Context: an optimization exercise on an open-source flow, tuned for small area. The choices shown serve that exercise and are no tape-out recipe.
Only simulation tests tie the RTL to the original design; equivalence was not proved.
No activity file was given, so power comes from the tool's default toggle rates.

==> flow/design.v (excerpt) <==
module pipeline(
    input clk,
    input rst,
    input [22:0] a,
    input [7:0] p,
    input [22:0] b,
    input [7:0] q,
    input m,
    output reg [7:0] final_exponent,
    output reg [22:0] normal_mantissa_sum
);
Size in the first run: roughly 920 cells after synthesis, about 0.0091 mm² of cells after synthesis.
clock: 4.0 ns
lec_check: 0
cap_margin: 20
core_margin: 2
core_utilization: 40
gpl_timing_driven: 0
slew_margin: 20
standard.sh (not shown) runs the stock make flow with config.mk's settings and CLKGATE_MAP_FILE= SYNTH_SCRIPT=/design/flow/synth_recipe.tcl, a recipe that flattens the netlist after the stock synthesis.
==> flow/flow/run.sh <==
#!/bin/bash
set -euo pipefail
bash standard.sh \
  "BUFFER_PORTS_ARGS=-buffer_cell sky130_fd_sc_hd__buf_1" \
  "CTS_ARGS=-sink_clustering_enable -repair_clock_nets -sink_clustering_size 30 -sink_clustering_max_diameter 300 -buf_list sky130_fd_sc_hd__clkbuf_16 -dont_use_dummy_load" \
  finish > standard_flow.log 2>&1
The starting point finished with timing, DRC and antenna clean.
Rerun with:
==> flow/flow/run.sh (replaced) <==
#!/bin/bash
set -euo pipefail
bash standard.sh \
  "BUFFER_PORTS_ARGS=-buffer_cell sky130_fd_sc_hd__buf_1" \
  "CTS_ARGS=-sink_clustering_enable -repair_clock_nets -sink_clustering_size 32 -sink_clustering_max_diameter 150 -buf_list sky130_fd_sc_hd__clkbuf_16 -dont_use_dummy_load" \
  "REMOVE_ABC_BUFFERS=1" \
  finish > standard_flow.log 2>&1
Result: Register-to-register slack gets better by 190 ps; synthesized area is unchanged; hold slack gets better by 25 ps; die area is unchanged; non-clock buffer count is lower by 48; first-iteration DRC count is higher by 15%; total power is lower by about 2%; clock skew is higher by 44 ps; maximum frequency is lower by about 3%.
Rerun with:
==> flow/flow/run.sh (replaced) <==
#!/bin/bash
set -euo pipefail
bash standard.sh \
  "BUFFER_PORTS_ARGS=-buffer_cell sky130_fd_sc_hd__buf_1" \
  "CTS_ARGS=-sink_clustering_enable -repair_clock_nets -sink_clustering_size 30 -sink_clustering_max_diameter 300 -distance_between_buffers 2000 -branching_point_buffers_distance 2000 -buf_list sky130_fd_sc_hd__clkbuf_16 -dont_use_dummy_load" \
  finish > standard_flow.log 2>&1
After rerunning: Area after synthesis does not change; synthesized cell count stays the same; register-to-register slack degrades by 190 ps; wire length rises by 18%.

========
The RTL this note starts from:
==> flow/design.v <==
module pipeline(
    input clk,
    input rst,
    input [22:0] a,
    input [7:0] p,
    input [22:0] b,
    input [7:0] q,
    input m,
    output reg [7:0] final_exponent,
    output reg [22:0] normal_mantissa_sum
);
    wire [22:0] orp;
    assign orp[0] = 1'b0;
    genvar i;
    generate
        for (i = 1; i < 23; i = i + 1) begin : g_orp
            assign orp[i] = orp[i-1] | b[i-1];
        end
    endgenerate
    wire [22:0] bn = b ^ ({23{m}} & orp);
    wire       g   = p > q;
    wire [7:0] d   = g ? p - q : q - p;
    wire [7:0] e   = g ? p : q;
    wire [22:0] mx = g ? a : bn;
    wire [22:0] mn = g ? bn : a;
    wire [23:0] sh = {1'b1, mn} >> d;
    reg [7:0]  e0;
    reg [22:0] m0;
    reg [23:0] s0;
    always @(posedge clk) begin
        e0 <= e;
        m0 <= mx;
        s0 <= sh;
    end
    reg [7:0]  e1;
    reg [22:0] m1;
    reg [23:0] s1;
    always @(posedge clk) begin
        e1 <= e0;
        m1 <= m0;
        s1 <= s0;
    end
    reg r1, r2;
    always @(posedge clk) begin
        r1 <= rst;
        r2 <= r1;
    end
    wire [24:0] sum = {2'b01, m1} + ({1'b0, s1} ^ {25{m}}) + {24'd0, m};
    wire c2n = (rst | r1) ? 1'b0 : (r2 ? ~m : sum[24]);
    reg        c2;
    reg [23:0] r2v;
    reg [7:0]  e2;
    always @(posedge clk) begin
        c2 <= c2n;
        if (rst | r1 | r2) begin
            r2v <= 24'd0;
            e2  <= 8'd0;
        end else begin
            r2v <= sum[23:0];
            e2  <= e1;
        end
    end
    wire z16 = ~|r2v[23:8];
    wire k16 = ~c2 & z16;
    wire [23:0] t16 = k16 ? {r2v[7:0], 16'd0} : r2v;
    wire z8 = ~|t16[23:16];
    wire k8 = ~c2 & z8;
    wire [23:0] t8 = k8 ? {t16[15:0], 8'd0} : t16;
    wire z4 = ~|t8[23:20];
    wire k4 = ~c2 & z4;
    wire [23:0] t4 = k4 ? {t8[19:0], 4'd0} : t8;
    wire z2 = ~|t4[23:22];
    wire k2 = ~c2 & z2;
    wire [23:0] t2 = k2 ? {t4[21:0], 2'd0} : t4;
    wire k1 = c2 | ~t2[23];
    wire [22:0] t1 = k1 ? {t2[21:0], 1'b0} : t2[22:0];
    wire zz = k16 & k8;
    wire [7:0] n = {3'd0, k16, k8, k4 & ~zz, k2 & ~zz, k1 & ~zz};
    reg [7:0]  e3;
    reg [4:0]  n3;
    reg [22:0] r3;
    always @(posedge clk) begin
        if (rst) begin
            e3 <= 8'd0;
            n3 <= 5'd0;
            r3 <= 23'd0;
        end else begin
            e3 <= e2;
            n3 <= n[4:0];
            r3 <= t1;
        end
    end
    always @(posedge clk) begin
        if (rst) begin
            final_exponent <= 8'd0;
            normal_mantissa_sum <= 23'd0;
        end else begin
            final_exponent <= c2 ? e3 + {3'd0, n3} : e3 - {3'd0, n3};
            normal_mantissa_sum <= r3;
        end
    end
endmodule
==> flow/config.mk <==
export PLATFORM = sky130hd
export DESIGN_NAME = pipeline
export DESIGN_NICKNAME = pipeline
export VERILOG_FILES = /design/flow/design.v
export SDC_FILE = /design/flow/constraint.sdc
export NUM_CORES = 4
export LEC_CHECK = 0
export ABC_AREA = 1
export CAP_MARGIN = 20
export CORE_MARGIN = 2
export CORE_UTILIZATION = 40
export CTS_BUF_LIST = sky130_fd_sc_hd__clkbuf_4 sky130_fd_sc_hd__clkbuf_8
export GPL_TIMING_DRIVEN = 0
export SLEW_MARGIN = 20
==> flow/constraint.sdc <==
create_clock -name core_clock -period 4.0 [get_ports {clk}]
set_input_delay 0.8000 -clock core_clock [delete_from_list [all_inputs] [get_ports {clk}]]
set_output_delay 0.8000 -clock core_clock [all_outputs]
set_load 0.01 [all_outputs]
==> flow/flow/run.sh <==
#!/bin/bash
set -euo pipefail
bash standard.sh "BUFFER_PORTS_ARGS=-buffer_cell sky130_fd_sc_hd__buf_1" finish > standard_flow.log 2>&1
Rerun with:
==> flow/run.sh (new file) <==
#!/bin/bash
# synth_recipe.tcl (not shown) runs the flow's synth.tcl, then flattens the netlist and writes it again
# the make line also repeats each setting of config.mk as NAME=value (left out here)
make -C /OpenROAD-flow-scripts/flow DESIGN_CONFIG=/design/flow/config.mk WORK_HOME=/design/flow/orfs CLKGATE_MAP_FILE= SYNTH_SCRIPT=/design/flow/synth_recipe.tcl finish
CTS_BUF_LIST = default   (was sky130_fd_sc_hd__clkbuf_4 sky130_fd_sc_hd__clkbuf_8)
removed: flow/flow/run.sh
removed: flow/standard.sh
Result:
- wire length grows by 2.4%
- cell area rose by 7.2%
- fmax falls by 1.4%
- sequential share of layout area is lower by 2.3 points
- area after synthesis does not change
- total power came out higher by 7.4%
- combinational power increases by 7.4%

========
Another version of the RTL of pipeline (not shown whole).
Size: roughly 1,000 cells after synthesis, about 96 I/O pins, ~0.0097 sq mm of cells after synthesis.
## pipeline
module pipeline(
    input clk,
    input rst,
    input [22:0] a,
    input [7:0] p,
    input [22:0] b,
    input [7:0] q,
    input m,
    output reg [7:0] final_exponent,
    output reg [22:0] normal_mantissa_sum
);
==> flow/config.mk <==
export PLATFORM = sky130hd
export DESIGN_NAME = pipeline
export DESIGN_NICKNAME = pipeline
export VERILOG_FILES = /design/flow/design.v
export SDC_FILE = /design/flow/constraint.sdc
export NUM_CORES = 4
export LEC_CHECK = 0
export CAP_MARGIN = 20
export CORE_MARGIN = 2
export CORE_UTILIZATION = 40
export GPL_TIMING_DRIVEN = 0
export SLEW_MARGIN = 20
==> flow/constraint.sdc <==
create_clock -name core_clock -period 4.0 [get_ports {clk}]
set_input_delay 0.8000 -clock core_clock [delete_from_list [all_inputs] [get_ports {clk}]]
set_output_delay 0.8000 -clock core_clock [all_outputs]
set_load 0.01 [all_outputs]
==> flow/flow/run.sh <==
#!/bin/bash
set -euo pipefail
bash standard.sh \
  "BUFFER_PORTS_ARGS=-buffer_cell sky130_fd_sc_hd__buf_1" \
  "CTS_ARGS=-sink_clustering_enable -repair_clock_nets -sink_clustering_size 35 -sink_clustering_max_diameter 90 -buf_list sky130_fd_sc_hd__clkbuf_16 -dont_use_dummy_load" \
  finish > standard_flow.log 2>&1
Edit:
==> flow/flow/run.sh (replaced) <==
#!/bin/bash
set -euo pipefail
bash standard.sh \
  "BUFFER_PORTS_ARGS=-buffer_cell sky130_fd_sc_hd__buf_1" \
  "CTS_ARGS=-sink_clustering_enable -repair_clock_nets -sink_clustering_size 30 -sink_clustering_max_diameter 80 -buf_list sky130_fd_sc_hd__clkbuf_16 -dont_use_dummy_load" \
  finish > standard_flow.log 2>&1
=> The new run passed the timing, DRC and antenna checks. Routed wire length barely changes. Setup slack degrades by 0.014 ns. Utilization went up by 0.12 points. Register-to-register slack is about the same. Worst hold slack degrades by 0.015 ns. Power went up by 1.6%. Non-clock buffer count is unchanged. Global-route usage stays flat. Synthesized cell count stays the same.

========
## onyx
Another version of the RTL of pipeline (not shown whole).
Size in the first run: about 230 flip-flops, about 9100 sq um of cells after synthesis.
Settings: LEC_CHECK=0, CAP_MARGIN=20, CORE_MARGIN=2, CORE_UTILIZATION=40, GPL_TIMING_DRIVEN=0, SLEW_MARGIN=20; clock period 4.0 ns.
==> flow/flow/run.sh <==
#!/bin/bash
set -euo pipefail
bash standard.sh \
  "BUFFER_PORTS_ARGS=-buffer_cell sky130_fd_sc_hd__buf_1" \
  "CTS_ARGS=-sink_clustering_enable -repair_clock_nets -sink_clustering_size 32 -sink_clustering_max_diameter 150 -buf_list sky130_fd_sc_hd__clkbuf_16 -dont_use_dummy_load" \
  "REMOVE_ABC_BUFFERS=1" \
  finish > standard_flow.log 2>&1
onyx: PASS, flow complete, no timing, DRC or antenna violations
The following lists how juniper was set up differently from onyx:
# onyx
export LEC_CHECK = 0
export CAP_MARGIN = 20
export CORE_MARGIN = 2
export CORE_UTILIZATION = 40
export GPL_TIMING_DRIVEN = 0
export SLEW_MARGIN = 20
create_clock -name core_clock -period 4.0 [get_ports {clk}]
# juniper
export LEC_CHECK = 0
export CAP_MARGIN = 20
export CORE_MARGIN = 2
export CORE_UTILIZATION = 55
export GPL_TIMING_DRIVEN = 0
export SLEW_MARGIN = 20
create_clock -name core_clock -period 4.0 [get_ports {clk}]
==> flow/flow/run.sh <==
#!/bin/bash
set -euo pipefail
bash standard.sh \
  "BUFFER_PORTS_ARGS=-buffer_cell sky130_fd_sc_hd__buf_1" \
  "CTS_ARGS=-sink_clustering_enable -repair_clock_nets -sink_clustering_size 33 -sink_clustering_max_diameter 200 -buf_list sky130_fd_sc_hd__clkbuf_16 -dont_use_dummy_load" \
  "REMOVE_ABC_BUFFERS=1" \
  finish > standard_flow.log 2>&1
[summary]
juniper gives more global-route wire length before repair than onyx did.
Going from onyx to juniper, met3 routed wirelength grew by a few percent.
In terms of area of the multi-input gates, onyx and juniper differ only marginally.
Per the comparison of juniper with onyx, clock skew went down; finished layout cell area went down; sum of routed wire length over all layers went up; worst endpoint data arrival time did not really move.
Diff onyx and juniper: worst setup slack higher in onyx

[static timing again, ports no longer ideal]
No port has a modelled driver above. Below, the same layouts with a new extraction and two added sets of constraints.
Step 1 sets driving cells, clkbuf_16 on the clock port and buf_2 on the other inputs (assumed; they add their load-dependent delay and slew).
Step 2 also shifts input and output timing later by t, the mid clock arrival at the registers, as if the neighbouring blocks saw the same clock.
Slacks: no drivers / after step 1 / after step 2; pairs: no drivers / after step 1.
run | shift t [ns] | setup WS [ns] | worst hold slack (ns) | latest minus earliest clock arrival (ns) | slew at the worst register clock pin (ns)
the first run of note 1 | 0.500 | 0.209 / 0.227 / -0.273 | 0.309 / 0.309 / 0.309 | 0.038 / 0.039 | 0.11 / 0.11
the second run of note 1 | 0.480 | 0.084 / 0.101 / -0.379 | 0.334 / 0.334 / 0.334 | 0.085 / 0.084 | 0.12 / 0.12
the third run of note 1 | 0.500 | 0.209 / 0.227 / -0.273 | 0.309 / 0.309 / 0.309 | 0.038 / 0.039 | 0.11 / 0.11
the first run of note 2 | 0.554 | 0.241 / 0.258 / -0.296 | 0.307 / 0.307 / 0.307 | 0.037 / 0.038 | 0.06 / 0.06
the second run of note 2 | 0.543 | 0.189 / 0.213 / -0.330 | 0.318 / 0.318 / 0.318 | 0.016 / 0.016 | 0.06 / 0.06
the first run of note 3 | 0.504 | 0.134 / 0.152 / -0.351 | 0.308 / 0.308 / 0.308 | 0.055 / 0.055 | 0.12 / 0.12
the second run of note 3 | 0.508 | 0.120 / 0.139 / -0.369 | 0.293 / 0.293 / 0.293 | 0.068 / 0.068 | 0.10 / 0.10
onyx | 0.481 | 0.127 / 0.137 / -0.344 | 0.335 / 0.335 / 0.335 | 0.065 / 0.064 | 0.11 / 0.11
juniper | 0.497 | 0.124 / 0.143 / -0.355 | 0.339 / 0.339 / 0.339 | 0.020 / 0.021 | 0.11 / 0.11
Met with ideal ports but missed after step 2: setup timing in every run listed. The setup slack of the first run of note 2, which loses most, moves by +0.017 ns with the drivers and by -0.537 ns with both steps.
